From an optimization exercise on the open Yosys and OpenROAD flow, aimed at small area; shortcuts taken in it are not production practice.
At most, simulation tests tie the RTL to the original design; equivalence was not proved.
Only the layout flow was run in run 1; the RTL was not checked for function there.
Power figures rest on the tool's default switching activity, not on a simulated workload.

--- flow/abc/e6.abc ---
strash
if -K 6
mfs2
strash
dch
amap
topo
--- flow/abc/e7.abc ---
strash
renode
strash
dch
amap
topo
--- design.v ---
`timescale 1ns / 1ps
module board(
    input clk,
    input rst,
    input [11:0] passSW,
    input T1btn,
    input T0btn,
    input Cbtn,
    output bnkLED,
    output t1LED,
    output t0LED,
    input counterSW,
    input bankSW,
    input chPASS,
    output a,
    output b,
    output c,
    output d,
    output e,
    output f,
    output g,
    output an0,
    output an1,
    output an2,
    output an3,
    output Wait
    );
  reg n0, n1, nc, T0btn_c, T1btn_c, Cbtn_c;
  reg s0, s1, sc, p0, p1, pc;
  always @(posedge clk or posedge rst)
    if (rst) begin
      n0 <= 1'b0; n1 <= 1'b0; nc <= 1'b0;
      T0btn_c <= 1'b0; T1btn_c <= 1'b0; Cbtn_c <= 1'b0;
    end else begin
      n0 <= T0btn; n1 <= T1btn; nc <= Cbtn;
      T0btn_c <= s0 & ~p0; T1btn_c <= s1 & ~p1; Cbtn_c <= sc & ~pc;
    end
  always @(posedge clk) begin
    s0 <= n0; s1 <= n1; sc <= nc;
    p0 <= s0; p1 <= s1; pc <= sc;
  end
  reg bankLed, T0led, T1led, WaitR, waitswho;
  reg [11:0] passT0, passT1;
  reg [7:0] C, O, totalCus;
  reg last1, trig;
  assign bnkLED = bankLed;
  assign t0LED = T0led;
  assign t1LED = T1led;
  assign Wait = WaitR;
  wire [2:0] operation = {bankSW, counterSW, chPASS};
  wire anyWaiting = (totalCus != C);
  wire readyForClose = (~(T1led | T0led) & ~anyWaiting) | ~bankLed;
  wire notRdyCls = ~readyForClose & bankSW;
  wire eq0 = (passSW == passT0);
  wire eq1 = (passSW == passT1);
  wire callEn = (operation == 3'b000) & anyWaiting;
  wire call0 = callEn & T0btn_c & T0led;
  wire call1 = callEn & ~(T0btn_c & T0led) & T1btn_c & T1led;
  wire callAny = call0 | call1;
  wire swap = call1 ? ~last1 : last1;    
  always @(posedge clk or posedge rst)
    if (rst) C <= 8'd0;
    else C <= C + {7'd0, callAny};
  always @(posedge clk)
    if (rst | (callAny & swap)) O <= C;
  always @(posedge clk or posedge rst)
    if (rst) last1 <= 1'b0;
    else if (callAny) last1 <= call1;
  always @(posedge clk or posedge rst)
    if (rst) begin
      bankLed <= 1'b0;
      T0led <= 1'b0;
      T1led <= 1'b0;
      WaitR <= 1'b0;
    end else
      case (operation)
        3'b100:
          if (readyForClose) begin
            if (WaitR) begin
              if (waitswho ? (eq1 & T1btn_c) : (eq0 & T0btn_c)) begin
                bankLed <= ~bankLed;
                WaitR <= 1'b0;
              end
            end else if ((eq0 & T0btn_c) | (eq1 & T1btn_c)) WaitR <= 1'b1;
          end
        3'b010:
          if (eq0 & T0btn_c) T0led <= ~T0led;
          else if (eq1 & T1btn_c) T1led <= ~T1led;
        3'b001:
          if (WaitR) begin
          end else if ((eq0 & T0btn_c) | (eq1 & T1btn_c)) WaitR <= 1'b1;
        default: WaitR <= 1'b0;
      endcase
  wire chWait = (operation == 3'b001) & WaitR;
  wire [11:0] passIn = passSW & {12{~rst}};
  always @(posedge clk) begin
    if (rst | (chWait & ~waitswho & T0btn_c)) passT0 <= passIn;
    if (rst | (chWait & waitswho & T1btn_c)) passT1 <= passIn;
  end
  always @(posedge clk)
    if (~WaitR) begin
      if (operation == 3'b100 & readyForClose) begin
        if (eq0 & T0btn_c) waitswho <= 1'b1;
        else if (eq1 & T1btn_c) waitswho <= 1'b0;
      end else if (operation == 3'b001) begin
        if (eq0 & T0btn_c) waitswho <= 1'b0;
        else if (eq1 & T1btn_c) waitswho <= 1'b1;
      end
    end
  always @(posedge clk) begin
    totalCus <= bankLed ? totalCus + {7'd0, Cbtn_c} : 8'd0;
    trig <= bankLed & Cbtn_c;
  end
  wire queueActive, blinkOff;
  queueTimer qt(.clk(clk), .rst(rst), .trig(trig), .queueActive(queueActive), .blinkOff(blinkOff));
  ssdDrive disp(.clk(clk), .rst(rst), .bankLed(bankLed), .blinkOff(blinkOff),
    .queueActive(queueActive), .notRdyCls(notRdyCls), .totalCus(totalCus),
    .C(C), .O(O), .last1(last1),
    .a(a), .b(b), .c(c), .d(d), .e(e), .f(f), .g(g),
    .an0(an0), .an1(an1), .an2(an2), .an3(an3));
endmodule
module queueTimer(clk, rst, trig, queueActive, blinkOff);
  parameter Q = 25000;           
  parameter W = 15;              
  input clk, rst, trig;
  output queueActive, blinkOff;
  localparam [W-1:0] QM = Q;         
  localparam [W-1:0] EM = Q - 4;     
  localparam [W-1:0] EM1 = Q - 3;    
  reg [W-1:0] B;
  reg [1:0] P, st;
  reg L, cR, qR;
  assign queueActive = cR;
  assign blinkOff = st[0];
  wire bQ = ((B & QM) == QM);
  wire qsig = qR & bQ;                                              
  wire csig = cR & (P == 2'd3) & ((B & EM) == EM) & (B[0] | L);     
  wire run = qR | cR;
  always @(posedge clk or posedge rst)
    if (rst) begin
      st <= 2'd0;
      cR <= 1'b0;
      qR <= 1'b0;
    end else begin
      st <= (st == 2'd3) ? 2'd0 : st + {1'b0, qsig};
      if (csig) cR <= 1'b0;
      else if (trig) cR <= 1'b1;
      if (qsig) qR <= (st != 2'd2);
      else if (trig) qR <= 1'b1;
    end
  always @(posedge clk) begin
    if (trig) begin
      B <= {{(W-1){1'b0}}, ~qsig};
      P <= 2'd0;
      L <= qsig;
    end else if (bQ | csig) begin
      B <= {W{1'b0}};
      P <= P + 2'd1;
    end else begin
      B <= B + {{(W-1){1'b0}}, run};
    end
  end
endmodule
module ssdDrive(clk, rst, bankLed, blinkOff, queueActive, notRdyCls, totalCus,
  C, O, last1, a, b, c, d, e, f, g, an0, an1, an2, an3);
  input clk, rst, bankLed, blinkOff, queueActive, notRdyCls, last1;
  input [7:0] totalCus, C, O;
  output a, b, c, d, e, f, g, an0, an1, an2, an3;
  localparam BL = 5'b11111, LL = 5'b10001, RR = 5'b11010;
  reg [4:0] k;
  reg [3:0] h;       
  reg [4:0] code;
  wire adv = k[4] & k[3] & ~k[0];
  wire [3:0] hn = {h[2], h[1], h[0], ~(h[0] | h[1] | h[2])};
  wire [3:0] S = rst ? 4'd0 : (adv ? hn : h);    
  wire lo = S[0] | S[2];
  wire right = S[0] | S[1];
  wire [3:0] tN = lo ? totalCus[3:0] : totalCus[7:4];
  wire [3:0] cN = lo ? C[3:0] : C[7:4];
  wire [3:0] oN = lo ? O[3:0] : O[7:4];
  wire useO = ~right ^ last1;
  wire showTot = right & (queueActive | notRdyCls);
  wire subC = right & ~queueActive & notRdyCls;
  wire bin = subC & ~lo & (totalCus[3:0] < C[3:0]);
  wire [3:0] p1 = showTot ? tN : (useO ? oN : cN);
  wire [3:0] p2 = subC ? cN : 4'd0;
  wire [3:0] numv = p1 - p2 - {3'd0, bin};
  wire [4:0] num = {1'b0, numv};
  reg [4:0] sel;
  always @(*) begin
    if (S == 4'd0) sel = BL;
    else if (!bankLed) sel = S[0] ? 5'd13 : S[1] ? 5'd5 : S[2] ? LL : 5'd12;
    else if (blinkOff) sel = BL;
    else if (queueActive) sel = right ? num : BL;
    else if (notRdyCls) sel = right ? num : S[2] ? 5'd12 : RR;
    else sel = num;
  end
  always @(posedge clk) begin
    k <= rst ? 5'd31 : (adv ? 5'd0 : k + 5'd1);
    h <= S;
    code <= sel;
  end
  assign {an3, an2, an1, an0} = ~h;
  localparam [111:0] HEX = 112'b0111000011000010000100110001110000000010000000100000000000011110100000010010010011000000110001001010011110000001;
  wire [6:0] hx = HEX[code[3:0]*7 +: 7];
  wire [6:0] seg = code[4] ? {3'b111, code[3:0]} : hx;
  assign {g, f, e, d, c, b, a} = seg;
endmodule
--- flow/abc/e1.abc ---
strash
dch
amap
topo
--- config.mk ---
export PLATFORM = sky130hd
export DESIGN_NAME = board
export DESIGN_NICKNAME = board
export VERILOG_FILES = /design/flow/design.v
export SDC_FILE = /design/flow/constraint.sdc
export NUM_CORES = 4
export LEC_CHECK = 0
export ABC_AREA = 1
export CAP_MARGIN = 20
export CORE_MARGIN = 2
export CORE_UTILIZATION = 60
export SLEW_MARGIN = 20
--- flow/abc/d5.abc ---
strash
dc2
dc2
dch
amap
topo
--- flow/run.sh ---
#!/bin/bash
# Layout flow: the standard synthesis, then the combinational logic is
# re-mapped for area (registers kept as they are), then the standard ORFS
# layout with small port buffers and a clock tree without dummy loads.
set -euo pipefail
W=$(pwd)
F=$W/flow
R=$W/orfs/results/$FLOW_PLATFORM/board/base
L=$W/orfs/logs/$FLOW_PLATFORM/board/base

# 1. standard synthesis
bash standard.sh synth > $W/1_standard_synth.log 2>&1

# 2. area re-mapping of the combinational logic
cp $R/1_2_yosys.v $W/1_2_yosys_standard.v
DU=$(grep -o -- "-dont_use [A-Za-z0-9_]*" $L/1_2_yosys.log | awk '{print $2}' | sort -u | tr '\n' ' ')
REMAP_IN=$W/1_2_yosys_standard.v REMAP_OUT=$W/1_2_yosys_remap.v \
REMAP_LIB=$FLOW_HOME/platforms/$FLOW_PLATFORM/lib/sky130_fd_sc_hd__tt_025C_1v80.lib \
REMAP_ABC=$F/abc REMAP_DONTUSE="$DU" \
  yosys -c $F/remap.tcl > $W/2_remap.log 2>&1
cp $W/1_2_yosys_remap.v $R/1_2_yosys.v
rm -f $R/1_synth.odb $R/1_synth.sdc
bash standard.sh synth > $W/3_synth_odb.log 2>&1

# 3. the rest of the standard layout
export BUFFER_PORTS_ARGS="-buffer_cell sky130_fd_sc_hd__buf_1"
export CTS_ARGS="-sink_clustering_enable -repair_clock_nets -dont_use_dummy_load -buf_list {sky130_fd_sc_hd__clkbuf_4 sky130_fd_sc_hd__clkbuf_8 sky130_fd_sc_hd__clkbuf_16}"
bash standard.sh > $W/4_standard_layout.log 2>&1
--- constraint.sdc ---
create_clock -name core_clock -period 10.0 [get_ports {clk}]
set_input_delay 2.0000 -clock core_clock [delete_from_list [all_inputs] [get_ports {clk}]]
set_output_delay 2.0000 -clock core_clock [all_outputs]
set_load 0.01 [all_outputs]
--- flow/abc/e2.abc ---
strash
dc2
dch
amap
topo
--- standard.sh ---
#!/bin/bash
# synth_recipe.tcl (not shown) runs the flow's synth.tcl, then flattens the netlist and writes it again
# the make line also repeats each setting of config.mk as NAME=value (left out here)
make -C /OpenROAD-flow-scripts/flow DESIGN_CONFIG=/design/flow/config.mk WORK_HOME=/design/flow/orfs CLKGATE_MAP_FILE= SYNTH_SCRIPT=/design/flow/synth_recipe.tcl "${@:-finish}"
--- flow/abc/d0.abc ---
strash
balance
rewrite
refactor
balance
rewrite -z
refactor -z
rewrite -z
balance
dch
amap
topo
--- flow/abc/e3.abc ---
strash
balance
rewrite
refactor
balance
rewrite -z
refactor -z
rewrite -z
balance
dch
amap
strash
dch
amap
topo
--- flow/remap.tcl ---
# Re-map the combinational logic of the standard synthesis netlist for area:
# several ABC scripts, two rounds, keep the smallest result. Registers (and tie
# cells) stay the same instances, with the same names and cells.
# env: REMAP_IN, REMAP_OUT, REMAP_LIB, REMAP_ABC (folder of *.abc), REMAP_DONTUSE
yosys -import
set lib $::env(REMAP_LIB)
set top $::env(FLOW_TOP)
set du {}
foreach c $::env(REMAP_DONTUSE) { lappend du -dont_use $c }

# read a netlist with the library cells as logic, registers and ties kept as cells
proc load_netlist {file} {
  global lib top
  design -reset
  read_liberty -ignore_miss_func $lib
  read_verilog $file
  hierarchy -top $top
  foreach m [split [string trim [tee -q -s result.string select -list-mod sky130_fd_sc_hd__*]] "\n"] {
    if {[regexp {__(df|edf|sdf|sedf|dl|conb)} $m]} {
      setattr -mod -set keep_hierarchy 1 $m
    }
  }
  flatten
  opt_clean -purge
}
proc top_area {} {
  global lib top
  set s [tee -q -s result.string stat -liberty $lib]
  regexp "Chip area for module '\\\\$top': (\[0-9.\]+)" $s -> a
  return $a
}
proc write_netlist {file} {
  global top
  design -push-copy
  foreach m [split [string trim [tee -q -s result.string select -list-mod sky130_fd_sc_hd__*]] "\n"] {
    delete $m
  }
  write_verilog -noattr -noexpr -nohex -nodec $file
  design -pop
}

set best 1e30
set scripts [lsort [glob $::env(REMAP_ABC)/*.abc]]
set cur $::env(REMAP_IN)
for {set round 1} {$round <= 3} {incr round} {
  set improved 0
  foreach sc $scripts {
    load_netlist $cur
    abc -liberty $lib {*}$du -script $sc
    opt_clean -purge
    set a [top_area]
    puts "REMAP round $round [file tail $sc] area $a"
    if {$a < $best - 0.001} {
      set best $a
      set improved 1
      write_netlist $::env(REMAP_OUT).best.v
    }
  }
  set cur $::env(REMAP_OUT).best.v
  if {!$improved} break
}
puts "REMAP best area $best"
design -reset
read_liberty -lib $lib
read_verilog $cur
hierarchy -top $top
hilomap -singleton -hicell sky130_fd_sc_hd__conb_1 HI -locell sky130_fd_sc_hd__conb_1 LO
opt_clean -purge
tee -o $::env(REMAP_OUT).stat stat -liberty $lib
write_verilog -noattr -noexpr -nohex -nodec $::env(REMAP_OUT)
==> results of run 1 <==
placed cells by master, fill, tap and decap left out, types with 4 or more instances in the layout:
| master | count |
|---|---|
| and2_0 | 4 |
| dfxtp_1 | 46 |
| nor4_1 | 4 |
| a31oi_1 | 4 |
| o22ai_1 | 26 |
| nor2b_1 | 6 |
| o221ai_1 | 5 |
| clkinv_1 | 70 |
| or3_1 | 5 |
| nand2_1 | 35 |
| clkbuf_8 | 9 |
| dfrtp_1 | 23 |
| a21oi_1 | 31 |
| buf_1 | 34 |
| a211oi_1 | 11 |
| and3_1 | 6 |
| nand3_1 | 5 |
| nor3_1 | 18 |
| edfxtp_1 | 34 |
| o21ai_0 | 29 |
| nor2_1 | 104 |
state kept, by name, summed over array words and instances, names as in the netlist, 2 cells and up:
name	count
qt.st	2
qt.B	15
O	8
disp.k	5
C	8
passT0	12
disp.code	5
passT1	12
totalCus	8
qt.P	2
disp.h	4
routing by layer:
| metal | global-route usage (%) | share of wire (%) | vias up |
|---|---|---|---|
| met4 | 8.59 | 2.1 | 0 |
| met1 | 29.2 | 45 | 1682 |
| met5 | 0 | 0 | - |
| met3 | 5.31 | 4.2 | 18 |
| li1 | - | - | 1902 |
| met2 | 38.3 | 49 | 81 |
critical path, delay by kind of cell:
kind | cells | cell delay (ps)
AND/OR/NAND/NOR | 7 | 1670
buffers and inverters | 6 | 1370
AO/OA/AOI/OAI | 5 | 1060
power breakdown:
group          switching (uW)  total (uW)  internal [uW]
clock network             116         196           80.9
logic                     143         222           78.9
registers                23.7         490            466
layout make-up:
class	count	area [um^2]	area share, %
Multi-Input combinational cell	337	1780	35.9
Sequential cell	103	2520	50.8
Clock buffer	9	124	2.50
Inverter	70	263	5.30
Tap cell	99	124	2.50
Timing Repair Buffer	37	150	3.03
final timing paths:
kind / slack (ps) / cells past startpoint / endpoint
min in group asynchronous: 1900 / 4 / nc
worst max register to register: 5190 / 17 / disp.code[3]
worst max-delay path: 4090 / 18 / disp.code[3]
worst min-delay path: 350 / 0 / s1
max in group asynchronous: 7790 / 4 / qt.cR
worst min register to register: 350 / 0 / s1
per-stage QoR:
stage / area [um^2] / hold slack [ps]
global route: 4960 / 361
CTS: 4960 / 354
global placement: 4830 / 329
floorplan: 4560 / 324
finish: 4960 / 350
detailed placement: 4830 / 330
==> out/qor.csv, run 1 <==
stage,metric,value,unit
outcome,run status,timing/DRC/antenna clean,
global_routing,largest net degree at the start of global routing,33,
yosys,Mean Syn Cell Area,8.94,um^2
yosys,synthesized net count,530,
setup_path,endpoint class of the critical path,register,
sta,setup_tns,0,ps
sta,"Hold Vio Cnt, Final",0,
place,# placed instances,646,
clock_network,post-cts sizing count,0,
sta,"Slew Viols, Final",0,
setup_path,type of the worst setup path,in -> reg,
clock_network,clock sink count,103,
drt,DRC,0,
sta,Worst Skew,19.5,ps
sta,setup ws final,4090,ps
clock_network,CTS Buf Count,9,
clock_network,Clock Path Buffers,2,
setup_path,CP startpoint,rst,
floorplan,row cnt,31,
sta,Least-Margin Pin Slew,940,ps
yosys,Synth Instances,510,
final_layout,fillers,637,
setup_path,Slowest Stage Delay on Critical Path,750,ps
power_and_ir_drop,P per Cell Area,183,nW/um^2
clock_network,worst skew pair latency,360,ps
worst_hold_path,worst hold path type,reg -> reg,
drt,initial drt markers,193,
setup_path,Most Frequent Cell on Critical Path,nor2_1,
sta,fin crit share,59.1,%
setup_path,CP max FO,32,
power_and_ir_drop,maximum vdd drop,0.114,mV
drt,First-pass DRT Iterations,4,
setup_path,slowest CP cell,nor2_1,
clock_network,"CTS clk-pin slew, worst paths",90,ps
clock_network,Root Buffer,clkbuf_8,
floorplan,Die H,91.2,um
global_routing,total gr overflow,0,
floorplan,Starting Density,62.5,%
floorplan,Core ar.,7290,um^2
worst_hold_path,Hold Path Origin,n1,
floorplan,die area,8310,um^2
final_layout,Synth-to-Final Area Change,8.73,%
drt,Antenna Nets Post-Route,0,
drt,Total Routed Length,9190,um
job,max cap viols,0,
floorplan,IO Count,35,
place,gpl congestion,0.928,
place,detailed placement HPWL,6890,um
final_layout,antenna cells,0,
global_routing,gr usage total,22.9,%
yosys,Ys Warns,3,
sta,RSZ-0062 raised after global routing,false,
sta,min cycle time layout,5910,ps
setup_path,Critical Path AT,6130,ps
global_routing,first-pass GRT wire length,15200,um
clock_network,postcts setup bufs,0,
clock_network,CTS tree,done,
drt,WL/cell,14.0,um
drt,DR vias,3683,
final_layout,nets@finish,578,
setup_path,crit path launch type,primary input,
yosys,cell area after synthesis,4560,um^2
drt,drt via density,5.62,
clock_network,H-tree depth,3,
floorplan,Die X,91.2,um
place,setup slack at placement,3860,ps
sta,Max Fclk,169,MHz
power_and_ir_drop,Leak,0.00175,uW
power_and_ir_drop,Tot Pwr,909,uW
sta,number of setup violations in the final report,0,
setup_path,r2r startpoint,disp.k[3],
final_layout,"Core Util, Final",68.0,%
setup_path,crit-path cells,"buf_1, buf_4, clkinv_1, buf_4, o221ai_1, clkinv_1, nor2_1, clkinv_1, a221o_1, a31oi_1, o21bai_1, nor2_1, nor2_1, nor2_1, nand2_1, nor2_1, a211oi_1, or4_1",
final_layout,post-route insts no fill,655,
final_layout,layout cell share with drive strength beyond 1,2.16,%
global_routing,vias in the first global route,3396,
setup_path,worst endpoint required time,10220,ps
place,I/O Buffers,34,
sta,Max-slew headroom,36.8,%
global_routing,initial antenna violation count,0,
clock_network,CTS Hold Buffers Added,0,
==> inputs of run 2 (changes only) <==
--- a/design.v
+++ b/design.v
@@ -122,10 +122,8 @@
 module queueTimer(clk, rst, trig, queueActive, blinkOff);
-  parameter Q = 25000;           
-  parameter W = 15;              
+  parameter [14:0] S1 = 15'h0001, Z = 15'h4000;    
+  parameter [14:0] SQ = 15'h18ca;                  
+  parameter [14:0] SE3 = 15'h6319, SE4 = 15'h318c;  
   input clk, rst, trig;
   output queueActive, blinkOff;
-  localparam [W-1:0] QM = Q;         
-  localparam [W-1:0] EM = Q - 4;     
-  localparam [W-1:0] EM1 = Q - 3;    
-  reg [W-1:0] B;
+  reg [14:0] B;
   reg [1:0] P, st;
@@ -134,6 +132,6 @@
   assign blinkOff = st[0];
-  wire bQ = ((B & QM) == QM);
-  wire qsig = qR & bQ;                                              
-  wire csig = cR & (P == 2'd3) & ((B & EM) == EM) & (B[0] | L);     
-  wire run = qR | cR;
+  wire bQ = (B == SQ);
+  wire qsig = qR & bQ;                                           
+  wire csig = cR & (P == 2'd3) & (L ? (B == SE4) : (B == SE3));   
+  wire cont = cR | (qR & (st != 2'd2));      
   always @(posedge clk or posedge rst)
@@ -152,10 +150,12 @@
     if (trig) begin
-      B <= {{(W-1){1'b0}}, ~qsig};
+      B <= qsig ? Z : S1;
       P <= 2'd0;
       L <= qsig;
-    end else if (bQ | csig) begin
-      B <= {W{1'b0}};
+    end else if (bQ) begin
+      B <= cont ? Z : 15'd0;
       P <= P + 2'd1;
+    end else if (csig) begin
+      B <= 15'd0;
     end else begin
-      B <= B + {{(W-1){1'b0}}, run};
+      B <= {B[13:0], B[14] ^ B[13]};
     end
@@ -168,3 +168,3 @@
   output a, b, c, d, e, f, g, an0, an1, an2, an3;
-  localparam BL = 5'b11111, LL = 5'b10001, RR = 5'b11010;
+  localparam BL = 5'b10001, LL = 5'b10000, RR = 5'b11010;
   reg [4:0] k;
@@ -205,3 +205,3 @@
   wire [6:0] hx = HEX[code[3:0]*7 +: 7];
-  wire [6:0] seg = code[4] ? {3'b111, code[3:0]} : hx;
+  wire [6:0] seg = hx | {{3{code[4]}}, 2'b00, code[4] & code[3], 1'b0};
   assign {g, f, e, d, c, b, a} = seg;
--- a/flow/run.sh
+++ b/flow/run.sh
@@ -26,3 +26,3 @@
 export BUFFER_PORTS_ARGS="-buffer_cell sky130_fd_sc_hd__buf_1"
-export CTS_ARGS="-sink_clustering_enable -repair_clock_nets -dont_use_dummy_load -buf_list {sky130_fd_sc_hd__clkbuf_4 sky130_fd_sc_hd__clkbuf_8 sky130_fd_sc_hd__clkbuf_16}"
+export CTS_ARGS="-sink_clustering_enable -repair_clock_nets -dont_use_dummy_load -buf_list sky130_fd_sc_hd__clkbuf_8 -sink_clustering_size 30 -sink_clustering_max_diameter 100"
 bash standard.sh > $W/4_standard_layout.log 2>&1
==> run 2 against run 1 <==
Still clean on timing, DRC and antenna. Via count up 0.16%. First-iteration DRC count rose by 56%. Register-to-register slack worse by 160 ps. Core utilization fell by 0.45 points. Worst setup slack better by 88 ps. Cell count fell by 2.7%. Die area is 1.1% lower. Count of clock-buffer cells in the layout unchanged. Routed wire length up 7.4%. Total power grew 18%. Critical path type unchanged. Largest cell class unchanged. Largest power group unchanged.
==> out/qor.csv, run 2 <==
stage,metric,value,unit,change
final_layout,Synth-to-Final Area Change,8.66,%,about the same
clock_network,worst skew pair latency,360,ps,about the same
final_layout,most frequent cells in the layout,"91 x clkinv_1, 87 x nor2_1, 46 x dfxtp_1",,
setup_path,Most Frequent Cell on Critical Path,nor2_1,,
sta,"Slew Viols, Final",0,,unchanged
yosys,synthesized net count,513,,-3.2%
final_layout,layout cell share with drive strength beyond 1,2.04,%,-0.11 points
clock_network,postcts setup bufs,0,,unchanged
worst_hold_path,worst hold path type,reg -> reg,,
drt,First-pass DRT Iterations,5,,+1
floorplan,Die H,90.7,um,-0.54%
drt,Antenna Nets Post-Route,0,,unchanged
clock_network,Clock Path Buffers,2,,unchanged
yosys,Ys Warns,3,,unchanged
final_layout,biggest regs,"qt.B (15), passT0 (12), passT1 (12)",,
clock_network,H-tree depth,3,,unchanged
sta,Max Fclk,172,MHz,+1.5%
sta,"Hold Vio Cnt, Final",0,,unchanged
sta,setup_tns,0,ps,unchanged
setup_path,cell family with the largest share of critical-path delay,buffers and inverters,,
sta,Least-Margin Pin Slew,954,ps,+14.5 ps
power_and_ir_drop,P per Cell Area,218,nW/um^2,+19%
yosys,cell area after synthesis,4510,um^2,-1.1%
setup_path,Critical Path AT,6030,ps,-100 ps
floorplan,Core ar.,7250,um^2,-0.53%
outcome,run status,timing/DRC/antenna clean,,
floorplan,Starting Density,62.1,%,-0.37 points
setup_path,slowest CP cell,nor2_1,,
sta,Max-slew headroom,35.8,%,-0.97 points
setup_path,CP startpoint,rst,,
place,gpl congestion,0.892,,-3.9%
clock_network,CTS Hold Buffers Added,0,,unchanged
clock_network,CTS Buf Count,9,,unchanged
place,I/O Buffers,34,,unchanged
final_layout,Largest register FFs,15,,unchanged
clock_network,clock sink count,103,,unchanged
worst_hold_path,Hold Path Origin,nc,,
sta,number of setup violations in the final report,0,,unchanged
setup_path,crit-path cells,"buf_1, clkinv_1, o221ai_1, clkinv_1, nor2_1, clkinv_1, a221o_1, a31oi_1, o21bai_1, nor2_1, nor2_1, nor2_1, nand2_1, a211oi_1, o22ai_1",,
global_routing,first-pass GRT wire length,16800,um,+10%
setup_path,r2r startpoint,disp.k[3],,
place,# placed instances,628,,-2.8%
job,max cap viols,0,,unchanged
final_layout,antenna cells,0,,unchanged
clock_network,post-cts sizing count,0,,unchanged
power_and_ir_drop,Leak,0.00168,uW,-4.1%
final_layout,most flop-heavy register,qt.B,,
final_layout,"commonest non-fill, non-tap cell in the layout",clkinv_1,,
setup_path,endpoint class of the critical path,register,,
global_routing,initial antenna violation count,0,,unchanged
final_layout,post-route insts no fill,637,,-2.7%
global_routing,vias in the first global route,3522,,+3.7%
floorplan,die area,8220,um^2,-1.1%
setup_path,CP max FO,16,,-50%
drt,drt via density,5.79,,+3.0%
setup_path,type of the worst setup path,in -> reg,,
drt,Total Routed Length,9860,um,+7.4%
final_layout,nets@finish,560,,-3.1%
sta,fin crit share,58.2,%,-0.88 points
yosys,Mean Syn Cell Area,9.14,um^2,+2.3%
global_routing,gr usage total,25.8,%,+2.8 points
sta,RSZ-0062 raised after global routing,false,,
clock_network,CTS tree,done,,
sta,min cycle time layout,5820,ps,-88.4 ps
drt,DR vias,3689,,+0.16%
setup_path,crit path launch type,primary input,,
sta,Worst Skew,28.7,ps,+9.20 ps
global_routing,total gr overflow,0,,unchanged
drt,DRC,0,,unchanged
place,detailed placement HPWL,7470,um,+8.5%
setup_path,worst endpoint required time,10210,ps,about the same
setup_path,Slowest Stage Delay on Critical Path,760,ps,about the same
floorplan,row cnt,31,,unchanged
global_routing,largest net degree at the start of global routing,32,,-3.0%
drt,initial drt markers,302,,+56%
drt,WL/cell,15.5,um,+10%
clock_network,Root Buffer,clkbuf_8,,
yosys,Synth Instances,493,,-3.3%
sta,Hold Slack,352,ps,+2.00 ps
floorplan,IO Count,35,,unchanged
final_layout,fillers,604,,-5.2%
floorplan,Die X,90.7,um,-0.54%
clock_network,"CTS clk-pin slew, worst paths",80,ps,about the same
power_and_ir_drop,maximum vdd drop,0.113,mV,-1.2%
setup_path,Worst Path Buf+Inv,4,,-2
==> run 2: cell type report <==
class	instances	area [um^2]	share of cell area, %
Inverter	91	342	6.97
Sequential cell	103	2520	51.4
Tap cell	99	124	2.53
Timing Repair Buffer	36	143	2.91
Clock buffer	9	124	2.53
Multi-Input combinational cell	299	1650	33.6
==> run 2: per-stage QoR <==
| stage | cell area, um^2 | total power, uW | setup WS (ps) | util, % |
|---|---|---|---|---|
| final | 4900 | 1070 | 4180 | 67.5 |
| after global routing | 4900 | 1140 | 3640 | 67.5 |
| after CTS | 4900 | 1070 | 4280 | 67.5 |
| after detailed placement | 4770 | 873 | 3920 | 65.8 |
| after global placement | 4770 | 865 | 4060 | 65.8 |
| after floorplan | 4510 | 784 | 4420 | - |
==> run 2: path summary, 6_finish.rpt <==
check	to	slack, ps	cells after the start
min reg2reg	sc	350	0
max in group asynchronous	qt.qR	7660	3
max reg2reg	disp.code[3]	5030	16
min	sc	350	0
min in group asynchronous	C[1]	2040	3
max	disp.code[3]	4180	15
==> run 2: per-layer routing <==
layer  part of all wire [%]  vias to the layer above  routed length, um  GRT usage [%]
met3                    5.1                       17                504           4.76
met4                    2.4                        0                239           11.4
met2                     45                      104               4480           39.2
met1                     47                     1720               4650           36.2
li1                       -                     1848                  -              -
met5                      0                        -                  0              0
==> run 2: report_power, final <==
group          switching (uW)  internal, uW  total, uW
logic                     196           114        310
registers                56.5           503        560
clock network             119          81.0        200
==> inputs of run 3 (changes only) <==
--- a/design.v
+++ b/design.v
@@ -172,3 +172,3 @@
   reg [4:0] code;
-  wire adv = k[4] & k[3] & ~k[0];
+  wire adv = (k == 5'd29);
   wire [3:0] hn = {h[2], h[1], h[0], ~(h[0] | h[1] | h[2])};
@@ -198,3 +198,3 @@
   always @(posedge clk) begin
-    k <= rst ? 5'd31 : (adv ? 5'd0 : k + 5'd1);
+    k <= rst ? 5'd16 : (adv ? 5'd1 : {k[3:0], k[4] ^ k[2]});
     h <= S;
==> run 3 against run 2 <==
Still clean. Fmax up 9.0%. Routed wire length decreased by 7.4%. Worst setup slack gained 480 ps. Total power is 31% lower. Hold slack better by 1.9 ps. Synthesized cell count is 0.41% higher. First-iteration DRC count decreased by 30%. Cell count increased by 0.16%. Critical path depth up 1. Sequential power decreased by 15%. Core utilization decreased by 0.35 points. Count of clock-buffer cells in the layout unchanged. Largest power group unchanged.
==> out/qor.csv, run 3 <==
stage,metric,value,unit,change
outcome,run status,timing/DRC/antenna clean,,
yosys,Mean Syn Cell Area,9.02,um^2,-1.4%
clock_network,Root Buffer,clkbuf_8,,
power_and_ir_drop,clock network power share,27.2,%,+8.5 points
clock_network,CTS Buf Count,9,,unchanged
yosys,synthesized net count,515,,+0.39%
drt,initial drt markers,211,,-30%
power_and_ir_drop,maximum vdd drop,0.0975,mV,-13%
sta,RSZ-0062 raised after global routing,false,,
final_layout,most frequent cells in the layout,"99 x nor2_1, 74 x clkinv_1, 46 x dfxtp_1",,
setup_path,endpoint class of the critical path,register,,
sta,setup_tns,0,ps,unchanged
sta,min cycle time layout,5340,ps,-483 ps
global_routing,initial antenna violation count,0,,unchanged
sta,"Hold Vio Cnt, Final",0,,unchanged
global_routing,largest net degree at the start of global routing,29,,-9.4%
sta,Worst Skew,32.9,ps,+4.26 ps
final_layout,post-route insts no fill,638,,+0.16%
final_layout,fillers,604,,unchanged
final_layout,most flop-heavy register,qt.B,,
power_and_ir_drop,NetSw,172,uW,-54%
power_and_ir_drop,combinational power share,7.8,%,-21 points
drt,DRC,0,,unchanged
yosys,Ys Warns,3,,unchanged
floorplan,Die X,90.2,um,-0.47%
floorplan,IO Count,35,,unchanged
power_and_ir_drop,switching fraction of total power,23.4,%,-11 points
global_routing,gr usage total,23.9,%,-1.9 points
global_routing,vias in the first global route,3420,,-2.9%
setup_path,type of the worst setup path,in -> reg,,
drt,Total Routed Length,9140,um,-7.4%
power_and_ir_drop,Reg power frac,64.9,%,+13 points
floorplan,row cnt,31,,unchanged
clock_network,CTS Hold Buffers Added,0,,unchanged
final_layout,Synth-to-Final Area Change,8.58,%,about the same
drt,WL/cell,14.3,um,-7.5%
clock_network,clock sink count,103,,unchanged
worst_hold_path,worst hold path type,reg -> reg,,
power_and_ir_drop,P per Cell Area,152,nW/um^2,-30%
setup_path,Critical Path AT,5610,ps,-420 ps
drt,DR vias,3610,,-2.1%
floorplan,die area,8140,um^2,-0.94%
setup_path,worst endpoint required time,10270,ps,+60 ps
sta,number of setup violations in the final report,0,,unchanged
floorplan,Core ar.,7210,um^2,-0.53%
setup_path,crit path launch type,primary input,,
power_and_ir_drop,Leak,0.00168,uW,+0.18%
setup_path,R2R setup slack,5560,ps,+530 ps
global_routing,first-pass GRT wire length,15700,um,-6.5%
setup_path,CP Capture Point,disp.code[2],,
floorplan,Die H,90.2,um,-0.47%
setup_path,CP max FO,20,,+4
clock_network,post-cts sizing count,0,,unchanged
place,detailed placement HPWL,6860,um,-8.2%
final_layout,nets@finish,561,,+0.18%
final_layout,Final Instance Area,4850,um^2,-1.0%
floorplan,Starting Density,61.9,%,-0.27 points
clock_network,CTS tree,done,,
clock_network,"CTS clk-pin slew, worst paths",110,ps,+30 ps
yosys,Synth Instances,495,,+0.41%
final_layout,layout cell share with drive strength beyond 1,2.04,%,-0.0038 points
drt,drt via density,5.66,,-2.3%
drt,Antenna Nets Post-Route,0,,unchanged
final_layout,antenna cells,0,,unchanged
setup_path,r2r startpoint,disp.k[3],,
clock_network,postcts setup bufs,0,,unchanged
place,gpl congestion,0.876,,-1.7%
setup_path,r2r endpoint,disp.code[2],,
place,I/O Buffers,34,,unchanged
clock_network,Clock Path Buffers,2,,unchanged
sta,Max-slew headroom,39.8,%,+4.0 points
drt,First-pass DRT Iterations,4,,-1
clock_network,H-tree depth,3,,unchanged
sta,Least-Margin Pin Slew,900,ps,-54.3 ps
yosys,cell area after synthesis,4460,um^2,-0.97%
final_layout,biggest regs,"qt.B (15), passT0 (12), passT1 (12)",,
place,placed inst area,4720,um^2,-1.1%
power_and_ir_drop,Int Pwr,564,uW,-19%
clock_network,worst skew pair latency,370,ps,about the same
sta,"Slew Viols, Final",0,,unchanged
job,max cap viols,0,,unchanged
final_layout,Largest register FFs,15,,unchanged
global_routing,total gr overflow,0,,unchanged
setup_path,Worst Reg-to-Reg Cells,18,,+2
sta,Max Fclk,187,MHz,+9.0%
final_layout,"commonest non-fill, non-tap cell in the layout",nor2_1,,
place,# placed instances,629,,+0.16%
setup_path,CP startpoint,rst,,
sta,fin crit share,53.4,%,-4.8 points
final_layout,"Core Util, Final",67.2,%,-0.35 points
[run 3: changes by cell type in the layout (fill, tap and decap cells not counted), sizes merged, moves of 4 or more]
cell and delta:
o21a +5, a211oi -4, a21oi +4, nor2 +12
o22ai -4, nand2 +13, a221oi -4, o221ai -4
a22oi -5, clkinv -17, nor3 +5
[run 3: routing by layer]
layer	track usage, %	vias up	wire length [um]
met5	0	-	0
met1	33.7	1668	4440
met2	38.5	101	4160
met3	4.27	10	444
met4	6.03	0	82
li1	-	1831	-
[run 3: layout make-up]
class                           count  area (um^2)  area share [%]
Clock buffer                        9          124            2.56
Timing Repair Buffer               35          135            2.79
Multi-Input combinational cell    317         1660            34.3
Sequential cell                   103         2520            51.9
Inverter                           75          282            5.81
Tap cell                           99          124            2.56
[run 3: worst min-delay path by stage]
stage,start,to,slack (ps),cells after the start
after detailed placement,s0,p0,330,0
after global placement,sc,pc,330,0
after global routing,sc,pc,360,0
after CTS,s0,p0,350,0
final,s0,p0,350,0
after floorplan,s0,p0,320,0
[run 3: power groups by stage]
stage,combinational [uW],sequential (uW),clock [uW]
3_5_place_dp,57.6,488,0
2_1_floorplan,42.5,480,0
5_1_grt,65.3,482,223
4_1_cts,57.8,479,206
6_report,57.8,478,200
3_3_place_gp,56.1,487,0
[run 3: worst max-delay path, cell delays in order]
cell	delay (ps)
buf_1	70
buf_4	240
a211oi_1	140
nor2_1	720
clkinv_1	530
o22ai_1	370
clkinv_1	150
a21oi_1	170
o21ai_0	140
nor3_1	270
nor2_1	90
nor2_1	120
and2_0	190
nor2_1	70
o22a_1	190
o21ai_0	140
[run 3: per-stage QoR]
stage / hold slack (ps) / total power [uW] / worst slack [ps]
2_1_floorplan: 324 / 523 / 5390
3_3_place_gp: 326 / 543 / 4630
3_5_place_dp: 332 / 545 / 4430
4_1_cts: 354 / 742 / 4780
5_1_grt: 364 / 770 / 4260
6_report: 354 / 737 / 4660
==> inputs of run 4 (changes only) <==
--- a/design.v
+++ b/design.v
@@ -122,5 +122,5 @@
 module queueTimer(clk, rst, trig, queueActive, blinkOff);
-  parameter [14:0] S1 = 15'h0001, Z = 15'h4000;    
-  parameter [14:0] SQ = 15'h18ca;                  
-  parameter [14:0] SE3 = 15'h6319, SE4 = 15'h318c;  
+  parameter [14:0] S1 = 15'h5003, Z = 15'h2801;    
+  parameter [14:0] SQ = 15'h0010;                  
+  parameter [14:0] SE3 = 15'h0002, SE4 = 15'h0001;  
   input clk, rst, trig;
--- a/config.mk
+++ b/config.mk
@@ -10,3 +10,3 @@
 export CORE_MARGIN = 2
-export CORE_UTILIZATION = 60
+export CORE_UTILIZATION = 80
 export SLEW_MARGIN = 20
==> run 4 against run 3 <==
Still clean on timing, DRC and antenna. Synthesized cell count down 3.8%. Flip-flop and latch count is the same. Register-to-register slack better by 70 ps. Combinational power rose by 100%. Core utilization rose by 21 points. Design area fell by 1.7%. Cell count fell by 7.2%. Count of clock-buffer cells in the layout is the same. Worst setup slack worse by 810 ps. Non-clock buffer count is the same. Via count increased by 5.6%. Critical path type unchanged. Critical endpoint is now disp.code[3]. Largest power group unchanged.
==> out/qor.csv, run 4 <==
stage,metric,value,unit,change
worst_hold_path,worst hold path type,reg -> reg,,
sta,"Slew Viols, Final",0,,unchanged
drt,drt via density,6.44,,+14%
clock_network,"CTS clk-pin slew, worst paths",100,ps,about the same
sta,number of setup violations in the final report,0,,unchanged
drt,First-pass DRT Iterations,5,,+1
clock_network,post-cts sizing count,0,,unchanged
global_routing,largest net degree at the start of global routing,29,,unchanged
global_routing,first-pass GRT wire length,16800,um,+7.1%
sta,RSZ-0062 raised after global routing,false,,
final_layout,layout cell share with drive strength beyond 1,1.92,%,-0.12 points
setup_path,Worst Reg-to-Reg Cells,17,,-1
global_routing,vias in the first global route,3616,,+5.7%
final_layout,Synth-to-Final Area Change,7.94,%,
sta,Worst Skew,39.0,ps,+6.07 ps
global_routing,initial antenna violation count,0,,unchanged
clock_network,worst skew pair latency,390,ps,+20 ps
setup_path,CP max FO,28,,+40%
clock_network,CTS Hold Buffers Added,0,,unchanged
drt,DRC,0,,unchanged
yosys,Ys Warns,3,,unchanged
final_layout,most frequent cells in the layout,"86 x nor2_1, 70 x clkinv_1, 46 x dfxtp_1",,
clock_network,Root Buffer,clkbuf_8,,
floorplan,IO Count,35,,unchanged
setup_path,crit path launch type,primary input,,
outcome,run status,timing/DRC/antenna clean,,
clock_network,Clock Path Buffers,2,,unchanged
yosys,Synth Instances,476,,-3.8%
sta,"Hold Vio Cnt, Final",0,,unchanged
clock_network,H-tree depth,3,,unchanged
yosys,cell area after synthesis,4410,um^2,-1.1%
floorplan,Core ar.,5410,um^2,-25%
place,# placed instances,583,,-7.3%
drt,WL/cell,17.6,um,+23%
place,gpl congestion,0.912,,+4.1%
final_layout,nets@finish,542,,-3.4%
place,I/O Buffers,34,,unchanged
floorplan,Die H,78.3,um,-13%
global_routing,total gr overflow,0,,unchanged
setup_path,worst endpoint required time,10250,ps,-20 ps
clock_network,CTS Buf Count,9,,unchanged
sta,Max Fclk,163,MHz,-13%
final_layout,"Core Util, Final",88.1,%,+21 points
clock_network,CTS tree,done,,
final_layout,Largest register FFs,15,,unchanged
drt,Antenna Nets Post-Route,0,,unchanged
final_layout,"commonest non-fill, non-tap cell in the layout",nor2_1,,
job,max cap viols,0,,unchanged
drt,DR vias,3813,,+5.6%
power_and_ir_drop,P per Cell Area,175,nW/um^2,+15%
sta,setup_tns,0,ps,unchanged
power_and_ir_drop,Tot Pwr,834,uW,+13%
yosys,Mean Syn Cell Area,9.27,um^2,+2.8%
final_layout,post-route insts no fill,592,,-7.2%
floorplan,die area,6120,um^2,-25%
sta,Least-Margin Pin Slew,1030,ps,+127 ps
setup_path,endpoint class of the critical path,register,,
drt,Total Routed Length,10400,um,+14%
final_layout,biggest regs,"qt.B (15), passT0 (12), passT1 (12)",,
worst_hold_path,hold depth,0,,unchanged
clock_network,clock sink count,103,,unchanged
clock_network,postcts setup bufs,0,,unchanged
power_and_ir_drop,maximum vdd drop,0.181,mV,+86%
floorplan,Starting Density,81.6,%,+20 points
drt,initial drt markers,328,,+55%
global_routing,gr usage total,36.6,%,+13 points
place,detailed placement HPWL,7460,um,+8.8%
final_layout,antenna cells,0,,unchanged
sta,fin crit share,61.5,%,+8.1 points
floorplan,row cnt,27,,-13%
sta,Max-slew headroom,30.9,%,-8.9 points
setup_path,type of the worst setup path,in -> reg,,
power_and_ir_drop,Leak,0.00166,uW,-1.1%
floorplan,Die X,78.3,um,-13%
setup_path,Critical Path AT,6390,ps,+780 ps
final_layout,most flop-heavy register,qt.B,,
yosys,synthesized net count,496,,-3.7%
sta,min cycle time layout,6150,ps,+808 ps
[run 4: layout make-up]
type / instances / area [um^2]
clock buffer: 9 / 124
sequential: 103 / 2520
multi-input combinational: 303 / 1630
fill: 274 / 643
inverter: 70 / 263
tap: 72 / 90.1
timing repair buffer: 35 / 135
[run 4: per-stage QoR]
step / instance area, um^2 / hold WS [ps] / worst slack, ps
finish: 4760 / 359 / 3850
global route: 4760 / 366 / 3540
CTS: 4760 / 359 / 4030
detailed placement: 4640 / 333 / 3670
global placement: 4640 / 327 / 3930
floorplan: 4410 / 324 / 4220
[run 4: report_power, final]
part | switching (uW) | internal, uW
logic | 75.5 | 41.8
clock network | 124 | 80.9
registers | 33.5 | 478
total | 234 | 601
[run 4: metal layers]
metal | track usage (%) | routed length, um
met1 | 43.0 | 3990
met2 | 61.8 | 5170
met3 | 11.5 | 847
met4 | 16.5 | 386
met5 | 0 | 0
[run 4: final timing paths]
kind / from / end / slack (ps)
min in group asynchronous: rst / C[4] / 2000
max in group asynchronous: rst / last1 / 7720
setup reg to reg: disp.k[1] / disp.code[3] / 5630
setup / recovery: rst / disp.code[3] / 3850
hold / removal: sc / pc / 360
hold reg to reg: sc / pc / 360
[run 4: worst max-delay path: stages]
cell      delay, ps
buf_1           500
clkinv_1        230
buf_4           310
nand2_1         190
o22ai_1         190
nor2_1          720
clkinv_1        540
or3_1           510
a21o_1          190
o21bai_1        170
nor2_1          180
nor2_1           60
nor2_1          120
nand2_1          90
nor2_1          110
a21oi_1          50
a21oi_1         140
o22ai_1          90
==> inputs of run 5 (changes only) <==
--- a/design.v
+++ b/design.v
@@ -32,6 +32,4 @@
       n0 <= 1'b0; n1 <= 1'b0; nc <= 1'b0;
-      T0btn_c <= 1'b0; T1btn_c <= 1'b0; Cbtn_c <= 1'b0;
     end else begin
       n0 <= T0btn; n1 <= T1btn; nc <= Cbtn;
-      T0btn_c <= s0 & ~p0; T1btn_c <= s1 & ~p1; Cbtn_c <= sc & ~pc;
     end
@@ -40,2 +38,3 @@
     p0 <= s0; p1 <= s1; pc <= sc;
+    T0btn_c <= s0 & ~p0; T1btn_c <= s1 & ~p1; Cbtn_c <= sc & ~pc;
   end
@@ -170,3 +169,4 @@
   reg [4:0] k;
-  reg [3:0] h;       
+  reg [3:0] anr;     
+  wire [3:0] h = ~anr;   
   reg [4:0] code;
@@ -199,6 +199,6 @@
     k <= rst ? 5'd16 : (adv ? 5'd1 : {k[3:0], k[4] ^ k[2]});
-    h <= S;
+    anr <= ~S;
     code <= sel;
   end
-  assign {an3, an2, an1, an0} = ~h;
+  assign {an3, an2, an1, an0} = anr;
   localparam [111:0] HEX = 112'b0111000011000010000100110001110000000010000000100000000000011110100000010010010011000000110001001010011110000001;
--- a/config.mk
+++ b/config.mk
@@ -10,3 +10,3 @@
 export CORE_MARGIN = 2
-export CORE_UTILIZATION = 80
+export CORE_UTILIZATION = 90
 export SLEW_MARGIN = 20
==> run 5 against run 4 <==
The run now fails in global placement without I/O. Area after synthesis down 0.11%. Synthesized cell count grew 0.63%.
==> out/qor.csv, run 5 <==
stage,metric,value,unit,change
outcome,run status,stopped before the end,,
outcome,Last stage,global placement without I/O,,
outcome,Stop Error,[ERROR GPL-0301] Utilization 104.600 % exceeds 100%.,,
yosys,Mean Syn Cell Area,9.20,um^2,-0.74%
floorplan,row cnt,25,,-7.4%
yosys,Ys Warns,3,,unchanged
floorplan,Die H,74.0,um,-5.5%
yosys,cell area after synthesis,4410,um^2,-0.11%
floorplan,Die X,74.0,um,-5.5%
yosys,Synth Instances,479,,+0.63%
yosys,synthesized net count,499,,+0.60%
floorplan,Starting Density,93.3,%,+12 points
==> inputs of run 6 (changes only) <==
--- a/config.mk
+++ b/config.mk
@@ -10,3 +10,3 @@
 export CORE_MARGIN = 2
-export CORE_UTILIZATION = 90
+export CORE_UTILIZATION = 80
 export SLEW_MARGIN = 20
==> run 6 against run 5 <==
The run now finishes clean. Area after synthesis stayed put. Synthesized cell count is the same.
==> out/qor.csv, run 6 <==
stage,metric,value,unit,change
outcome,run status,timing/DRC/antenna clean,,
final_layout,most flop-heavy register,qt.B,,
setup_path,CP startpoint,rst,,
place,gpl congestion,0.956,,
floorplan,die area,6120,um^2,
final_layout,layout cell share with drive strength beyond 1,1.72,%,
global_routing,initial antenna violation count,0,,
worst_hold_path,Hold Path Origin,n1,,
sta,"Hold Vio Cnt, Final",0,,
global_routing,first-pass GRT wire length,16700,um,
clock_network,CTS Hold Buffers Added,0,,
final_layout,antenna cells,0,,
floorplan,Core ar.,5410,um^2,
final_layout,fillers,270,,
drt,DRC,0,,
global_routing,gr usage total,36.0,%,
yosys,Synth Instances,479,,unchanged
setup_path,r2r startpoint,disp.k[3],,
setup_path,Worst Path Buf+Inv,4,,
setup_path,CP max FO,26,,
setup_path,Slowest Stage Delay on Critical Path,910,ps,
floorplan,IO Count,35,,
clock_network,clock sink count,103,,
drt,First-pass DRT Iterations,5,,
clock_network,post-cts sizing count,0,,
power_and_ir_drop,maximum vdd drop,0.131,mV,
setup_path,worst endpoint required time,10230,ps,
sta,Hold Slack,353,ps,
sta,Worst Skew,27.0,ps,
global_routing,total gr overflow,0,,
setup_path,crit-path cells,"buf_1, clkinv_1, o21ai_0, o22ai_1, nor2_1, clkinv_1, o22ai_1, clkinv_1, o221ai_1, o21a_1, nor2_1, a31oi_1, nor2_1, o21ai_0, nor2_1, a21oi_1, nor2_1, a21oi_1, o21ai_0",,
yosys,synthesized net count,499,,unchanged
power_and_ir_drop,Leak,0.00163,uW,
setup_path,crit path launch type,primary input,,
job,max cap viols,0,,
clock_network,Clock Path Buffers,2,,
drt,Antenna Nets Post-Route,0,,
floorplan,Die H,78.2,um,+5.7%
clock_network,Root Buffer,clkbuf_8,,
setup_path,cell family with the largest share of critical-path delay,compound AO/OA/AOI/OAI gates,,
setup_path,Critical Path AT,7460,ps,
floorplan,row cnt,27,,+8.0%
clock_network,CTS tree,done,,
yosys,Ys Warns,3,,unchanged
sta,fin crit share,72.2,%,
floorplan,Die X,78.2,um,+5.7%
sta,Least-Margin Pin Slew,964,ps,
drt,WL/cell,17.3,um,
final_layout,biggest regs,"qt.B (15), passT0 (12), passT1 (12)",,
place,I/O Buffers,34,,
setup_path,type of the worst setup path,in -> reg,,
sta,RSZ-0062 raised after global routing,false,,
sta,number of setup violations in the final report,0,,
clock_network,CTS Buf Count,9,,
global_routing,largest net degree at the start of global routing,27,,
drt,Total Routed Length,10300,um,
final_layout,Largest register FFs,15,,
final_layout,nets@finish,544,,
drt,initial drt markers,462,,
drt,drt via density,6.41,,
setup_path,Most Frequent Cell on Critical Path,nor2_1,,
final_layout,most frequent cells in the layout,"84 x nor2_1, 75 x clkinv_1, 49 x dfxtp_1",,
final_layout,Synth-to-Final Area Change,7.75,%,
sta,Max-slew headroom,35.1,%,
sta,Max Fclk,138,MHz,
yosys,Mean Syn Cell Area,9.20,um^2,unchanged
clock_network,worst skew pair latency,370,ps,
sta,"Slew Viols, Final",0,,
clock_network,postcts setup bufs,0,,
setup_path,slowest CP cell,clkinv_1,,
sta,min cycle time layout,7220,ps,
floorplan,Starting Density,81.5,%,-12 points
place,detailed placement HPWL,7200,um,
worst_hold_path,worst hold path type,reg -> reg,,
yosys,cell area after synthesis,4410,um^2,unchanged
drt,DR vias,3808,,
global_routing,vias in the first global route,3584,,
final_layout,"commonest non-fill, non-tap cell in the layout",nor2_1,,
setup_path,endpoint class of the critical path,register,,
sta,setup_tns,0,ps,
power_and_ir_drop,P per Cell Area,168,nW/um^2,
clock_network,H-tree depth,3,,
clock_network,"CTS clk-pin slew, worst paths",100,ps,
[run 6: area by class of cell]
| class | instances | area (um^2) | area share (%) |
|---|---|---|---|
| repair buffers | 34 | 128 | 2.69 |
| inverters | 75 | 282 | 5.93 |
| flip-flops and latches | 103 | 2500 | 52.7 |
| multi-input cells | 301 | 1620 | 34.2 |
| clock buffers | 9 | 124 | 2.61 |
| well taps | 72 | 90.1 | 1.90 |
[run 6: final timing paths]
check / endpoint / slack (ps) / depth (start not counted)
setup / recovery: disp.code[2] / 2780 / 19
hold / removal: s1 / 350 / 0
setup reg to reg: disp.code[2] / 5400 / 18
hold reg to reg: s1 / 350 / 0
max in group asynchronous: C[5] / 7570 / 2
min in group asynchronous: C[2] / 2000 / 2
[run 6: layer usage]
metal,up-vias,GRT usage [%],share of wire [%]
li1,1799,-,-
met1,1700,43.3,38
met2,253,62.1,50
met3,56,5.86,7.2
met4,0,20.0,4.6
met5,-,0,0
[run 6: power by group]
part           total, uW  switching, uW  leakage [uW]  internal [uW]
Sequential           498           29.2      0.000954            469
Clock                205            124     0.0000647           81.0
Combinational       94.8           58.8      0.000610           35.9
Total                797            212       0.00163            586
[run 6: per-stage QoR]
| step | power (uW) | utilization [%] | area [um^2] | worst slack (ps) | instances |
|---|---|---|---|---|---|
| after floorplan | 566 | - | 4410 | 4190 | 479 |
| after global placement | 590 | 85.6 | 4620 | 2850 | 585 |
| after detailed placement | 597 | 85.6 | 4620 | 2540 | 585 |
| after CTS | 790 | 87.8 | 4750 | 2880 | 594 |
| after global routing | 823 | 87.8 | 4750 | 1950 | 594 |
| final | 797 | 87.8 | 4750 | 2780 | 594 |
==> inputs of run 7 (changes only) <==
==> flow/abc/b1.abc (new file) <==
strash
dch
amap
topo
==> flow/abc/c2.abc (new file) <==
strash
balance
rewrite
refactor
balance
rewrite -z
refactor -z
rewrite -z
balance
dch
amap
topo
==> flow/abc/c6.abc (new file) <==
strash
dc2
dch
amap
topo
==> flow/abc/c8.abc (new file) <==
strash
dch
amap -F 2 -A 50
topo
==> flow/abc/f2.abc (new file) <==
strash
balance -l
rewrite -l
refactor -l
balance -l
rewrite -z -l
refactor -z -l
rewrite -z -l
balance -l
dch
amap
topo
==> flow/abc/f4.abc (new file) <==
strash
dc2 -l
dch
amap
topo
==> flow/abc/f5.abc (new file) <==
strash
irw
irws
dch
amap
topo
==> flow/abc/f6.abc (new file) <==
strash
balance
rewrite
refactor
balance
rewrite -z
refactor -z
rewrite -z
balance
refactor -z -N 15
dch
amap
topo
==> flow/abc/f7.abc (new file) <==
strash
multi -m
sop
fx
strash
dch
amap
topo
==> run 7 against run 6 <==
Core utilization is 3.3 points higher. Fmax rose by 16%. Non-clock buffer count grew 1. Routed wire length up 12%. Total power grew 0.69%. Design area about the same. Global-route usage increased by 4.1 points. Clock power about the same. Sequential share of layout area about the same. Critical path type unchanged. Critical endpoint is now disp.code[3]. Highest routed layer unchanged.
==> out/qor.csv, run 7 <==
stage,metric,value,unit,change
outcome,run status,timing/DRC/antenna clean,,
clock_network,worst skew pair latency,370,ps,about the same
setup_path,worst endpoint required time,10270,ps,+40 ps
setup_path,slowest CP cell,nor2_1,,
setup_path,crit path launch type,primary input,,
final_layout,biggest regs,"qt.B (15), passT0 (12), passT1 (12)",,
worst_hold_path,hold depth,0,,unchanged
sta,fin crit share,62.3,%,-9.9 points
power_and_ir_drop,Int Pwr,586,uW,+0.11%
place,placed inst area,4620,um^2,about the same
drt,drt via density,6.91,,+7.8%
drt,Total Routed Length,11500,um,+12%
clock_network,"CTS clk-pin slew, worst paths",100,ps,about the same
sta,number of setup violations in the final report,0,,unchanged
floorplan,row cnt,26,,-3.7%
drt,First-pass DRT Iterations,11,,+6
sta,Max-slew headroom,35.7,%,+0.52 points
drt,Antenna Nets Post-Route,0,,unchanged
final_layout,Final Instance Area,4740,um^2,about the same
setup_path,r2r endpoint,disp.code[3],,
drt,DRC,0,,unchanged
sta,RSZ-0062 raised after global routing,false,,
sta,Least-Margin Pin Slew,956,ps,-7.80 ps
global_routing,initial antenna violation count,0,,unchanged
final_layout,most frequent cells in the layout,"76 x clkinv_1, 70 x nor2_1, 49 x dfxtp_1",,
power_and_ir_drop,NetSw,216,uW,+2.3%
worst_hold_path,Hold Path Origin,sc,,
setup_path,endpoint class of the critical path,register,,
power_and_ir_drop,P per Cell Area,169,nW/um^2,+0.77%
clock_network,clock sink count,103,,unchanged
clock_network,H-tree depth,3,,unchanged
floorplan,Starting Density,84.5,%,+3.0 points
floorplan,Die X,78.1,um,about the same
setup_path,crit-path cells,"buf_1, clkinv_1, buf_4, nand2_1, o22ai_1, nor2_1, clkinv_1, o22ai_1, nor2_1, o32ai_1, o21bai_1, nor2_1, nor2_1, nor2_1, nand2_1, o21ai_0, a21oi_1, o22ai_1",,
final_layout,Largest register FFs,15,,unchanged
floorplan,Die H,78.1,um,about the same
power_and_ir_drop,maximum vdd drop,0.164,mV,+25%
sta,"Slew Viols, Final",0,,unchanged
global_routing,vias in the first global route,3899,,+8.8%
floorplan,die area,6110,um^2,-0.19%
place,gpl congestion,0.964,,+0.75%
worst_hold_path,worst hold path type,reg -> reg,,
global_routing,largest net degree at the start of global routing,28,,+3.7%
setup_path,Slowest Stage Delay on Critical Path,630,ps,-280 ps
yosys,Mean Syn Cell Area,9.28,um^2,+0.85%
setup_path,type of the worst setup path,in -> reg,,
final_layout,post-route insts no fill,588,,-1.0%
yosys,Synth Instances,474,,-1.0%
power_and_ir_drop,combinational power share,12.7,%,+0.8 points
power_and_ir_drop,clock network power share,25.3,%,-0.4 points
place,# placed instances,579,,-1.0%
setup_path,Critical Path AT,6500,ps,-960 ps
sta,Hold Slack,360,ps,+6.41 ps
sta,Max Fclk,160,MHz,+16%
sta,setup_tns,0,ps,unchanged
drt,DR vias,4064,,+6.7%
power_and_ir_drop,Reg power frac,62.0,%,-0.5 points
floorplan,Core ar.,5200,um^2,-3.7%
final_layout,"Core Util, Final",91.2,%,+3.3 points
final_layout,nets@finish,540,,-0.74%
job,max cap viols,0,,unchanged
clock_network,CTS tree,done,,
drt,WL/cell,19.6,um,+13%
sta,Worst Skew,37.5,ps,+10.5 ps
worst_hold_path,hold endpoint,pc,,
power_and_ir_drop,switching fraction of total power,27.0,%,+0.42 points
drt,initial drt markers,566,,+23%
setup_path,Most Frequent Cell on Critical Path,nor2_1,,
final_layout,antenna cells,0,,unchanged
clock_network,CTS Buf Count,9,,unchanged
global_routing,first-pass GRT wire length,18900,um,+13%
place,I/O Buffers,34,,unchanged
clock_network,postcts setup bufs,0,,unchanged
final_layout,"commonest non-fill, non-tap cell in the layout",clkinv_1,,
final_layout,fillers,215,,-20%
place,detailed placement HPWL,8100,um,+12%
yosys,synthesized net count,494,,-1.0%
global_routing,gr usage total,40.1,%,+4.1 points
clock_network,post-cts sizing count,0,,unchanged
sta,min cycle time layout,6230,ps,-993 ps
final_layout,layout cell share with drive strength beyond 1,1.93,%,+0.21 points
setup_path,r2r startpoint,totalCus[0],,
global_routing,total gr overflow,0,,unchanged
setup_path,R2R setup slack,5510,ps,+110 ps
sta,"Hold Vio Cnt, Final",0,,unchanged
yosys,Ys Warns,3,,unchanged
clock_network,Clock Path Buffers,2,,unchanged
floorplan,IO Count,35,,unchanged
final_layout,Storage cell area,2500,um^2,unchanged
final_layout,Multi-input gate area,1610,um^2,-0.77%
clock_network,Root Buffer,clkbuf_8,,
final_layout,most flop-heavy register,qt.B,,
clock_network,CTS Hold Buffers Added,0,,unchanged
setup_path,CP max FO,27,,+3.8%
setup_path,Worst Reg-to-Reg Cells,19,,+1
yosys,cell area after synthesis,4400,um^2,-0.20%
power_and_ir_drop,Leak,0.00164,uW,+0.46%
final_layout,Synth-to-Final Area Change,7.88,%,
## run 7: metrics by stage
step / worst slack [ps] / total power (uW)
floorplan: 4480 / 565
global placement: 3950 / 590
detailed placement: 3660 / 599
CTS: 3970 / 793
global route: 3150 / 825
finish: 3770 / 803
## run 7: area by class of cell
cell class | instances | area share [%]
Multi-Input combinational cell | 295 | 33.9
Tap cell | 70 | 1.85
Timing Repair Buffer | 35 | 2.85
Inverter | 76 | 6.01
Clock buffer | 9 | 2.61
Sequential cell | 103 | 52.7
## run 7: routing by layer
layer | global-route usage, % | wire (um) | up-vias | share of wire, %
li1 | - | - | 1788 | -
met1 | 49.8 | 4210 | 1857 | 37
met2 | 67.6 | 5630 | 352 | 49
met3 | 10.1 | 1250 | 67 | 11
met4 | 16.0 | 435 | 0 | 3.8
met5 | 0 | 0 | - | 0
## run 7: power by group through the flow
stage | logic, uW | registers [uW] | clock network, uW
2_1_floorplan | 70.9 | 494 | 0
3_3_place_gp | 88.2 | 502 | 0
3_5_place_dp | 95.3 | 504 | 0
4_1_cts | 97.9 | 495 | 199
5_1_grt | 109 | 501 | 215
6_report | 102 | 498 | 203
## run 7: worst max-delay path by stage
| stage | start | to | slack, ps | cells past startpoint |
|---|---|---|---|---|
| 2_1_floorplan | rst | disp.code[2] | 4480 | 15 |
| 3_3_place_gp | rst | disp.code[2] | 3950 | 17 |
| 3_5_place_dp | rst | disp.code[2] | 3660 | 17 |
| 4_1_cts | rst | disp.code[2] | 3970 | 17 |
| 5_1_grt | rst | disp.code[2] | 3150 | 17 |
| 6_report | rst | disp.code[3] | 3770 | 18 |
## run 7: worst max-delay path, delay by kind of cell
family | cells | cell delay (ps)
simple gates | 7 | 1410
buf+inv | 4 | 1610
compound gates | 7 | 1460
==> inputs of run 8 (changes only) <==
--- a/design.v
+++ b/design.v
@@ -41,3 +41,4 @@
   reg bankLed, T0led, T1led, WaitR, waitswho;
-  reg [11:0] passT0, passT1;
+  reg [11:0] passT0n, passT1n;
+  wire [11:0] passT0 = ~passT0n, passT1 = ~passT1n;
   reg [7:0] C, O, totalCus;
@@ -93,6 +94,6 @@
   wire chWait = (operation == 3'b001) & WaitR;
-  wire [11:0] passIn = passSW & {12{~rst}};
-  always @(posedge clk) begin
-    if (rst | (chWait & ~waitswho & T0btn_c)) passT0 <= passIn;
-    if (rst | (chWait & waitswho & T1btn_c)) passT1 <= passIn;
+  wire [11:0] passInN = ~(passSW & {12{~rst}});
+  always @(posedge clk) begin
+    if (rst | (chWait & ~waitswho & T0btn_c)) passT0n <= passInN;
+    if (rst | (chWait & waitswho & T1btn_c)) passT1n <= passInN;
   end
==> run 8 against run 7 <==
Clock power barely moved. Sequential power about the same. Non-clock buffer count unchanged. Flip-flop and latch count unchanged. First-iteration DRC count down 26%. Largest cell class unchanged. Largest power group unchanged.
==> out/qor.csv, run 8 <==
stage,metric,value,unit,change
outcome,run status,timing/DRC/antenna clean,,
sta,setup ws final,4220,ps,+450 ps
power_and_ir_drop,Leak,0.00161,uW,-1.7%
final_layout,Largest register FFs,15,,unchanged
sta,fin crit share,57.8,%,-4.5 points
global_routing,gr usage total,40.2,%,+0.10 points
setup_path,Worst Reg-to-Reg Cells,16,,-3
power_and_ir_drop,clock network power share,25.9,%,+0.6 points
sta,"Hold Vio Cnt, Final",0,,unchanged
yosys,Synth Instances,466,,-1.7%
yosys,synthesized net count,486,,-1.6%
job,max cap viols,0,,unchanged
drt,Antenna Nets Post-Route,0,,unchanged
floorplan,row cnt,26,,unchanged
floorplan,IO Count,35,,unchanged
worst_hold_path,hold endpoint,p1,,
clock_network,H-tree depth,3,,unchanged
clock_network,clock sink count,103,,unchanged
sta,"Slew Viols, Final",0,,unchanged
drt,initial drt markers,420,,-26%
sta,Least-Margin Pin Slew,863,ps,-93.2 ps
place,setup slack at placement,4020,ps,+363 ps
final_layout,"commonest non-fill, non-tap cell in the layout",nor2_1,,
drt,WL/cell,19.6,um,about the same
place,I/O Buffers,34,,unchanged
sta,number of setup violations in the final report,0,,unchanged
floorplan,die area,6070,um^2,-0.60%
power_and_ir_drop,Reg power frac,62.3,%,+0.3 points
setup_path,worst endpoint required time,10230,ps,-40 ps
clock_network,Root Buffer,clkbuf_8,,
worst_hold_path,Hold Path Origin,s1,,
sta,Worst Skew,35.2,ps,-2.33 ps
power_and_ir_drop,combinational power share,11.7,%,-1.0 points
floorplan,Core ar.,5200,um^2,unchanged
sta,RSZ-0062 raised after global routing,false,,
global_routing,largest net degree at the start of global routing,39,,+39%
final_layout,layout cell share with drive strength beyond 1,1.96,%,+0.030 points
power_and_ir_drop,maximum vdd drop,0.144,mV,-13%
clock_network,worst skew pair latency,380,ps,about the same
clock_network,CTS Hold Buffers Added,0,,unchanged
sta,setup_tns,0,ps,unchanged
drt,DRC,0,,unchanged
clock_network,CTS Buf Count,9,,unchanged
power_and_ir_drop,NetSw,213,uW,-1.6%
yosys,Ys Warns,3,,unchanged
setup_path,R2R setup slack,5560,ps,+50 ps
drt,drt via density,6.82,,-1.3%
setup_path,Critical Path AT,6010,ps,-490 ps
floorplan,Starting Density,84.0,%,-0.53 points
yosys,cell area after synthesis,4370,um^2,-0.63%
global_routing,first-pass GRT wire length,18500,um,-1.9%
drt,First-pass DRT Iterations,6,,-5
final_layout,most flop-heavy register,qt.B,,
floorplan,Die H,77.9,um,-0.30%
drt,Total Routed Length,11400,um,-1.3%
power_and_ir_drop,switching fraction of total power,26.8,%,-0.17 points
floorplan,Die X,77.9,um,-0.30%
place,gpl congestion,1.06,,+9.7%
setup_path,type of the worst setup path,in -> reg,,
setup_path,CP max FO,38,,+41%
sta,Max Fclk,173,MHz,+7.8%
clock_network,CTS tree,done,,
yosys,Mean Syn Cell Area,9.38,um^2,+1.1%
final_layout,antenna cells,0,,unchanged
power_and_ir_drop,P per Cell Area,169,nW/um^2,-0.35%
global_routing,total gr overflow,0,,unchanged
worst_hold_path,worst hold path type,reg -> reg,,
worst_hold_path,hold depth,0,,unchanged
place,detailed placement HPWL,8020,um,-0.93%
setup_path,r2r startpoint,disp.k[0],,
place,# placed instances,571,,-1.4%
final_layout,biggest regs,"qt.B (15), passT0n (12), passT1n (12)",,
power_and_ir_drop,Int Pwr,582,uW,-0.69%
drt,DR vias,3956,,-2.7%
setup_path,r2r endpoint,disp.code[3],,
final_layout,most frequent cells in the layout,"67 x nor2_1, 63 x clkinv_1, 49 x dfxtp_1",,
final_layout,Synth-to-Final Area Change,7.93,%,about the same
clock_network,postcts setup bufs,0,,unchanged
global_routing,vias in the first global route,3974,,+1.9%
global_routing,initial antenna violation count,0,,unchanged
final_layout,post-route insts no fill,580,,-1.4%
sta,min cycle time layout,5780,ps,-450 ps
final_layout,nets@finish,532,,-1.5%
clock_network,Clock Path Buffers,2,,unchanged
clock_network,post-cts sizing count,0,,unchanged
setup_path,CP startpoint,rst,,
setup_path,crit path launch type,primary input,,
setup_path,endpoint class of the critical path,register,,
clock_network,"CTS clk-pin slew, worst paths",100,ps,about the same
sta,Max-slew headroom,41.9,%,+6.3 points
## run 8: routing by layer
layer | track usage, % | wire, um | vias up
met1 | 46.3 | 4010 | 1796
li1 | - | - | 1763
met5 | 0 | 0 | -
met3 | 9.77 | 1070 | 96
met4 | 22.5 | 707 | 0
met2 | 68.7 | 5590 | 301
## run 8: cell type report
type                       instances  area (um^2)
clock buffer                       9          124
fill                             221          488
inverter                          63          236
multi-input combinational        300         1630
sequential                       103         2500
tap                               70         87.6
timing repair buffer              35          135
## run 8: worst max-delay path, cell delays in order
cell and delay (ps):
buf_1 90, clkinv_1 60, buf_4 270, o21ai_0 340, o22ai_1 250, nor2_1 650
clkinv_1 540, o22ai_1 360, nand2_1 90, a31oi_1 270, nor2_1 80, nor2_1 210
nor2_1 80, nor2_1 140, a21oi_1 70, and2_0 200, a211oi_1 200, o21ai_0 90
## run 8: how the worst max path moves through the flow
stage	end	slack, ps	cells after the start
CTS	disp.code[3]	4260	18
floorplan	disp.code[3]	4100	16
finish	disp.code[3]	4220	18
global route	disp.code[3]	3650	18
global placement	disp.code[3]	4280	18
detailed placement	disp.code[3]	4020	18
## run 8: metrics by stage
stage               hold slack [ps]  total power (uW)  util (%)  area (um^2)
CTS                             344               785      90.6         4720
detailed placement              338               589      88.2         4590
global route                    347               814      90.6         4720
floorplan                       324               554         -         4370
finish                          343               795      90.6         4720
global placement                324               579      88.2         4590
## run 8: power by group through the flow
stage                     sequential (uW)  combinational [uW]  clock (uW)
after global routing                  498                 102         215
after detailed placement              501                87.7           0
after CTS                             494                89.8         201
after floorplan                       492                61.9           0
after global placement                499                80.3           0
final                                 496                93.3         206

Setup slack of run 8, layout unchanged: 4.219 ns with ideal ports, 4.227 ns with driving cells assumed (clock clkbuf_16, inputs buf_2), 3.836 ns with port delays also shifted by the 0.391 ns mid clock arrival.
